This design comes from an exercise in tuning for small area on the open sky130 flow, not from production work. Where RTL was checked, it was by simulation tests only, not by an equivalence proof against the original. No driver is modelled on the clock port, so clock power and skew are understated where the tree is cut down; a real chip needs a root buffer or a tree. No activity file was given, so power comes from the tool's default toggle rates.

==> module arbitor, before the edit <==
module arbitor (
    input      clk,
    input      rst,
    input      link_initialized,
    input      iotx_tvalid,
    input      event_in_0,
    input      event_in_1,
    input      event_in_2,
    input      event_in_3,
    input      event_in_4,
    input      event_in_5,
    input      event_in_6,
    input      event_in_7,
    input      event_in_8,
    output     event_out_0,
    output     event_out_1,
    output     event_out_2,
    output     event_out_3,
    output     event_out_4,
    output     event_out_5,
    output     event_out_6,
    output     event_out_7,
    output     event_out_8
);
    reg  [3:0] q [0:8];    
    reg  [3:0] o;          
    reg  [7:0] flag;       
    reg        pop;        
    reg        dec;        
    wire ready = ~(o[3] & o[1] & ~o[0]);
    wire [8:0] ev  = {event_in_8, event_in_7, event_in_6, event_in_5, event_in_4,
                      event_in_3, event_in_2, event_in_1, event_in_0};
    wire [8:0] act = ev | {1'b0, flag};
    wire [8:0] higher;
    assign higher[8] = 1'b0;
    genvar k;
    generate
        for (k = 7; k >= 0; k = k - 1) begin : g_hi
            assign higher[k] = higher[k+1] | act[k+1];
        end
    endgenerate
    wire any = higher[0] | act[0];
    wire [3:0] code;
    assign code[3] = act[8];
    assign code[2] = higher[3] & ~act[8];
    assign code[1] = higher[5] & ~act[8] | higher[1] & ~higher[3];
    assign code[0] = act[7] & ~act[8] | act[5] & ~higher[5] | act[3] & ~higher[3] | act[1] & ~higher[1];
    wire busy    = higher[5] | ev[5] | (|act[4:0]);
    wire empty   = o[3] & o[1];    
    wire replay  = ~iotx_tvalid & ~busy & ~pop & ~empty;
    wire full    = o[3] & ~o[1];
    wire blocked = replay & (o[3] | o[2] & o[1] & o[0]);    
    wire accept  = ready & any & ~blocked;
    wire inc = accept & ~dec & ~full | ~ready & link_initialized;
    wire dn  = dec & ~accept & ~empty;
    wire [3:0] o_tog;
    assign o_tog[0] = inc | dn;
    assign o_tog[1] = inc & o[0] | dn & ~o[0];
    assign o_tog[2] = inc & o[0] & o[1] | dn & ~o[0] & ~o[1];
    assign o_tog[3] = inc & o[0] & o[1] & o[2] | dn & ~o[0] & ~o[1] & ~o[2];
    always @(posedge clk) begin
        if (accept) begin
            q[0] <= code;
            q[1] <= q[0];
            q[2] <= q[1];
            q[3] <= q[2];
            q[4] <= q[3];
            q[5] <= q[4];
            q[6] <= q[5];
            q[7] <= q[6];
            q[8] <= q[7];
        end
    end
    always @(posedge clk) begin
        flag[4:0] <= {5{ready}} & act[4:0] & higher[4:0];
        flag[7:6] <= {2{ready}} & act[7:6] & higher[7:6];
        flag[5]   <= ready & act[5] & higher[5] | blocked & flag[5];
        dec       <= replay & ~accept;
    end
    always @(posedge clk or posedge rst) begin
        if (rst) begin
            o     <= 4'd14;
            pop   <= 1'b0;
        end else begin
            pop <= replay;
            o <= o ^ o_tog;
        end
    end
    reg [3:0] head;
    always @* begin
        case (o[2:0])
            3'd0: head = q[0];
            3'd1: head = q[1];
            3'd2: head = q[2];
            3'd3: head = q[3];
            3'd4: head = q[4];
            3'd5: head = q[5];
            3'd6: head = q[6];
            default: head = q[7];
        endcase
        if (o[3])
            head = q[8];
    end
    assign event_out_0 = pop & (head == 4'd0);
    assign event_out_1 = pop & (head[2:0] == 3'd1);
    assign event_out_2 = pop & (head[2:0] == 3'd2);
    assign event_out_3 = pop & (head[2:0] == 3'd3);
    assign event_out_4 = pop & (head[2:0] == 3'd4);
    assign event_out_5 = pop & (head[2:0] == 3'd5);
    assign event_out_6 = pop & (head[2:0] == 3'd6);
    assign event_out_7 = pop & (head[2:0] == 3'd7);
    assign event_out_8 = pop & head[3];
endmodule
==> flow/config.mk <==
export PLATFORM = sky130hd
export DESIGN_NAME = arbitor
export DESIGN_NICKNAME = arbitor
export VERILOG_FILES = /design/flow/design.v
export SDC_FILE = /design/flow/constraint.sdc
export NUM_CORES = 4
export LEC_CHECK = 0
export ABC_AREA = 1
export CAP_MARGIN = 0
export CORE_MARGIN = 2
export CORE_UTILIZATION = 60
export SLEW_MARGIN = 0
==> flow/constraint.sdc <==
create_clock -name core_clock -period 5.0 [get_ports {clk}]
set_input_delay 1.0000 -clock core_clock [delete_from_list [all_inputs] [get_ports {clk}]]
set_output_delay 1.0000 -clock core_clock [all_outputs]
set_load 0.01 [all_outputs]
standard.sh (not shown) runs the stock make flow with config.mk's settings and CLKGATE_MAP_FILE= SYNTH_SCRIPT=/design/flow/synth_recipe.tcl, a recipe that flattens the netlist after the stock synthesis.
==> flow/flow/run.sh <==
#!/bin/bash
# Standard ORFS layout with these changes:
#  - ports are buffered with the smallest buffer (buf_1);
#  - after floorplan, the logic between registers is re-synthesised for area
#    with OpenROAD's restructure (registers untouched) and cells are sized
#    down; the later timing repair sizes up whatever needs it;
#  - after CTS, the clock tree's dummy loads and its root buffer are removed
#    (the clock port then drives the four leaf clock buffers), and leaf
#    buffers are sized down where the estimated clock slew stays low.
set -euo pipefail
here=$(pwd)
mkdir -p $here/rmp
export RMP_WORK_DIR=$here/rmp
export BUFFER_PORTS_ARGS="-buffer_cell sky130_fd_sc_hd__buf_1"
export POST_FLOORPLAN_TCL=$here/flow/post_floorplan.tcl
export POST_CTS_TCL=$here/flow/post_cts.tcl
export TRIM_CLOCK_PORT=clk
export SHRINK_CELLS="sky130_fd_sc_hd__clkbuf_4"
export SHRINK_MAX_SLEW=0.110
bash standard.sh > $here/standard.log 2>&1
Other scripts of this flow, unchanged in this note and not shown: flow/flow/downsize.tcl, flow/flow/post_cts.tcl, flow/flow/post_floorplan.tcl, flow/flow/shrink_leaves.tcl, flow/flow/trim_lib.py
==> next run, changes <==
--- a/flow/design.v
+++ b/flow/design.v
@@ -25,8 +25,9 @@
 );
     reg  [3:0] q [0:8];    
-    reg  [3:0] o;          
+    reg  [3:0] o_s;        
     reg  [7:0] flag;       
     reg        pop;        
     reg        dec;        
+    wire [3:0] o = o_s ^ 4'd14;
     wire ready = ~(o[3] & o[1] & ~o[0]);
     wire [8:0] ev  = {event_in_8, event_in_7, event_in_6, event_in_5, event_in_4,
@@ -53,11 +54,4 @@
     wire blocked = replay & (o[3] | o[2] & o[1] & o[0]);    
     wire accept  = ready & any & ~blocked;
-    wire inc = accept & ~dec & ~full | ~ready & link_initialized;
-    wire dn  = dec & ~accept & ~empty;
-    wire [3:0] o_tog;
-    assign o_tog[0] = inc | dn;
-    assign o_tog[1] = inc & o[0] | dn & ~o[0];
-    assign o_tog[2] = inc & o[0] & o[1] | dn & ~o[0] & ~o[1];
-    assign o_tog[3] = inc & o[0] & o[1] & o[2] | dn & ~o[0] & ~o[1] & ~o[2];
     always @(posedge clk) begin
         if (accept) begin
@@ -73,17 +67,20 @@
         end
     end
-    always @(posedge clk) begin
-        flag[4:0] <= {5{ready}} & act[4:0] & higher[4:0];
-        flag[7:6] <= {2{ready}} & act[7:6] & higher[7:6];
-        flag[5]   <= ready & act[5] & higher[5] | blocked & flag[5];
-        dec       <= replay & ~accept;
-    end
     always @(posedge clk or posedge rst) begin
         if (rst) begin
-            o     <= 4'd14;
+            o_s   <= 4'd0;
+            flag  <= 8'd0;
             pop   <= 1'b0;
+            dec   <= 1'b0;
         end else begin
+            flag[4:0] <= {5{ready}} & act[4:0] & higher[4:0];
+            flag[7:6] <= {2{ready}} & act[7:6] & higher[7:6];
+            flag[5]   <= ready & act[5] & higher[5] | blocked & flag[5];
             pop <= replay;
-            o <= o ^ o_tog;
+            dec <= replay & ~accept;
+            if (accept & ~dec & ~full | ~ready & link_initialized)
+                o_s <= (o + 4'd1) ^ 4'd14;
+            else if (dec & ~accept)
+                o_s <= (o - 4'd1) ^ 4'd14;
         end
     end
Effect:
- final area increases by about 3%
- sequential power increases by about 0.8%
- maximum frequency decreases by 4.6%
- final cell count increases by about 3%
- core utilization increases by 1.3 points
- count of clock-buffer cells in the layout is unchanged
- global-route usage increases by 0.92 points
- die area increases by 1.9%
- total power increases by about 2%
- worst setup slack got worse by 0.18 ns
- non-clock buffer count decreases by 1
- worst hold slack got worse by 0.0094 ns
Only the layout flow was run in the first run of this note; the RTL was not checked for function there.

arbitor, a different RTL version from the one above (not shown whole).
Size in the first run: roughly 50 flip-flops, ~2500 um2 of cells after synthesis.
==> module arbitor, before the edit <==
module arbitor (
    input      clk,
    input      rst,
    input      link_initialized,
    input      iotx_tvalid,
    input      event_in_0,
    input      event_in_1,
    input      event_in_2,
    input      event_in_3,
    input      event_in_4,
    input      event_in_5,
    input      event_in_6,
    input      event_in_7,
    input      event_in_8,
    output     event_out_0,
    output     event_out_1,
    output     event_out_2,
    output     event_out_3,
    output     event_out_4,
    output     event_out_5,
    output     event_out_6,
    output     event_out_7,
    output     event_out_8
);
    reg  [3:0] q [0:8];    
    reg  [3:0] o_s;        
    reg  [7:0] flag;       
    reg        pop;        
    reg        dec;        
    wire [3:0] o = o_s ^ 4'd14;
    wire ready = ~(o[3] & o[1] & ~o[0]);
    wire [8:0] ev  = {event_in_8, event_in_7, event_in_6, event_in_5, event_in_4,
                      event_in_3, event_in_2, event_in_1, event_in_0};
    wire [8:0] act = ev | {1'b0, flag};
    wire [8:0] higher;
    assign higher[8] = 1'b0;
    genvar k;
    generate
        for (k = 7; k >= 0; k = k - 1) begin : g_hi
            assign higher[k] = higher[k+1] | act[k+1];
        end
    endgenerate
    wire any = higher[0] | act[0];
    wire [3:0] code;
    assign code[3] = act[8];
    assign code[2] = higher[3] & ~act[8];
    assign code[1] = higher[5] & ~act[8] | higher[1] & ~higher[3];
    assign code[0] = act[7] & ~act[8] | act[5] & ~higher[5] | act[3] & ~higher[3] | act[1] & ~higher[1];
    wire busy    = higher[5] | ev[5] | (|act[4:0]);
    wire empty   = o[3] & o[1];    
    wire replay  = ~iotx_tvalid & ~busy & ~pop & ~empty;
    wire full    = o[3] & ~o[1];
    wire blocked = replay & (o[3] | o[2] & o[1] & o[0]);    
    wire accept  = ready & any & ~blocked;
    always @(posedge clk) begin
        if (accept) begin
            q[0] <= code;
            q[1] <= q[0];
            q[2] <= q[1];
            q[3] <= q[2];
            q[4] <= q[3];
            q[5] <= q[4];
            q[6] <= q[5];
            q[7] <= q[6];
            q[8] <= q[7];
        end
    end
    always @(posedge clk) begin
        flag[4:0] <= {5{ready}} & act[4:0] & higher[4:0];
        flag[7:6] <= {2{ready}} & act[7:6] & higher[7:6];
        flag[5]   <= ready & act[5] & higher[5] | blocked & flag[5];
    end
    always @(posedge clk or posedge rst) begin
        if (rst) begin
            o_s   <= 4'd0;
            pop   <= 1'b0;
            dec   <= 1'b0;
        end else begin
            pop <= replay;
            dec <= replay & ~accept;
            if (accept & ~dec & ~full | ~ready & link_initialized)
                o_s <= (o + 4'd1) ^ 4'd14;
            else if (dec & ~accept)
                o_s <= (o - 4'd1) ^ 4'd14;
        end
    end
    reg [3:0] head;
    always @* begin
        case (o[2:0])
            3'd0: head = q[0];
            3'd1: head = q[1];
            3'd2: head = q[2];
            3'd3: head = q[3];
            3'd4: head = q[4];
            3'd5: head = q[5];
            3'd6: head = q[6];
            default: head = q[7];
        endcase
        if (o[3])
            head = q[8];
    end
    assign event_out_0 = pop & (head == 4'd0);
    assign event_out_1 = pop & (head[2:0] == 3'd1);
    assign event_out_2 = pop & (head[2:0] == 3'd2);
    assign event_out_3 = pop & (head[2:0] == 3'd3);
    assign event_out_4 = pop & (head[2:0] == 3'd4);
    assign event_out_5 = pop & (head[2:0] == 3'd5);
    assign event_out_6 = pop & (head[2:0] == 3'd6);
    assign event_out_7 = pop & (head[2:0] == 3'd7);
    assign event_out_8 = pop & head[3];
endmodule
Settings: LEC_CHECK=0, ABC_AREA=1, CAP_MARGIN=0, CORE_MARGIN=2, CORE_UTILIZATION=60, SLEW_MARGIN=0; clock period 5.0 ns.
Scripts as last shown in full above: flow/flow/run.sh
Other scripts of this flow, unchanged in this note and not shown: flow/flow/downsize.tcl, flow/flow/post_cts.tcl, flow/flow/post_floorplan.tcl, flow/flow/shrink_leaves.tcl, flow/flow/trim_lib.py
Change:
--- a/flow/design.v
+++ b/flow/design.v
@@ -67,24 +67,23 @@
         end
     end
     always @(posedge clk) begin
         flag[4:0] <= {5{ready}} & act[4:0] & higher[4:0];
         flag[7:6] <= {2{ready}} & act[7:6] & higher[7:6];
         flag[5]   <= ready & act[5] & higher[5] | blocked & flag[5];
+        dec       <= replay & ~accept;
     end
     always @(posedge clk or posedge rst) begin
         if (rst) begin
             o_s   <= 4'd0;
             pop   <= 1'b0;
-            dec   <= 1'b0;
         end else begin
             pop <= replay;
-            dec <= replay & ~accept;
             if (accept & ~dec & ~full | ~ready & link_initialized)
                 o_s <= (o + 4'd1) ^ 4'd14;
-            else if (dec & ~accept)
+            else if (dec & ~accept & ~empty)
                 o_s <= (o - 4'd1) ^ 4'd14;
         end
     end
     reg [3:0] head;
     always @* begin
         case (o[2:0])
Area after synthesis went down by 3.9%.
Total power went up by 1.8%.
Die area went down by 3.7%.
Critical path depth went down by 1.
Hold slack gets worse by 0.017 ns.
Synthesized cell count went down by 4.3%.

## what the ideal ports hide
The flow's constraints put no driver on any port. The routed layouts listed below were extracted and timed again, unchanged, in two steps.
Step 1, drivers: a clkbuf_16 drives clk and a buf_2 each remaining input, both assumed.
Step 2 moves the port delays by t, midway between the first and last clock arrival at a register: inputs arrive t later, outputs are due t later. That takes back most of the time a late clock gives input paths.
Three values: no drivers, after step 1, after step 2; two values: the first two.
run	t (ns)	setup slack, ns	worst setup path after step 2	worst data-port slew with drivers (ns)	cell pins on the clock port's net
the first run of note 1	0.195	1.371 / 1.323 / 1.206	input to register	0.03	4
the second run of note 1	0.204	1.196 / 1.148 / 1.232	input to register	0.03	4
the first run of note 2	0.196	1.166 / 1.117 / 0.999	input to register	0.03	4
the second run of note 2	0.194	1.204 / 1.156 / 1.204	input to register	0.03	4
After both steps every run listed still meets setup and hold. The setup slack of the first run of note 2, which loses most, moves by -0.049 ns with the drivers and by -0.167 ns with both steps.
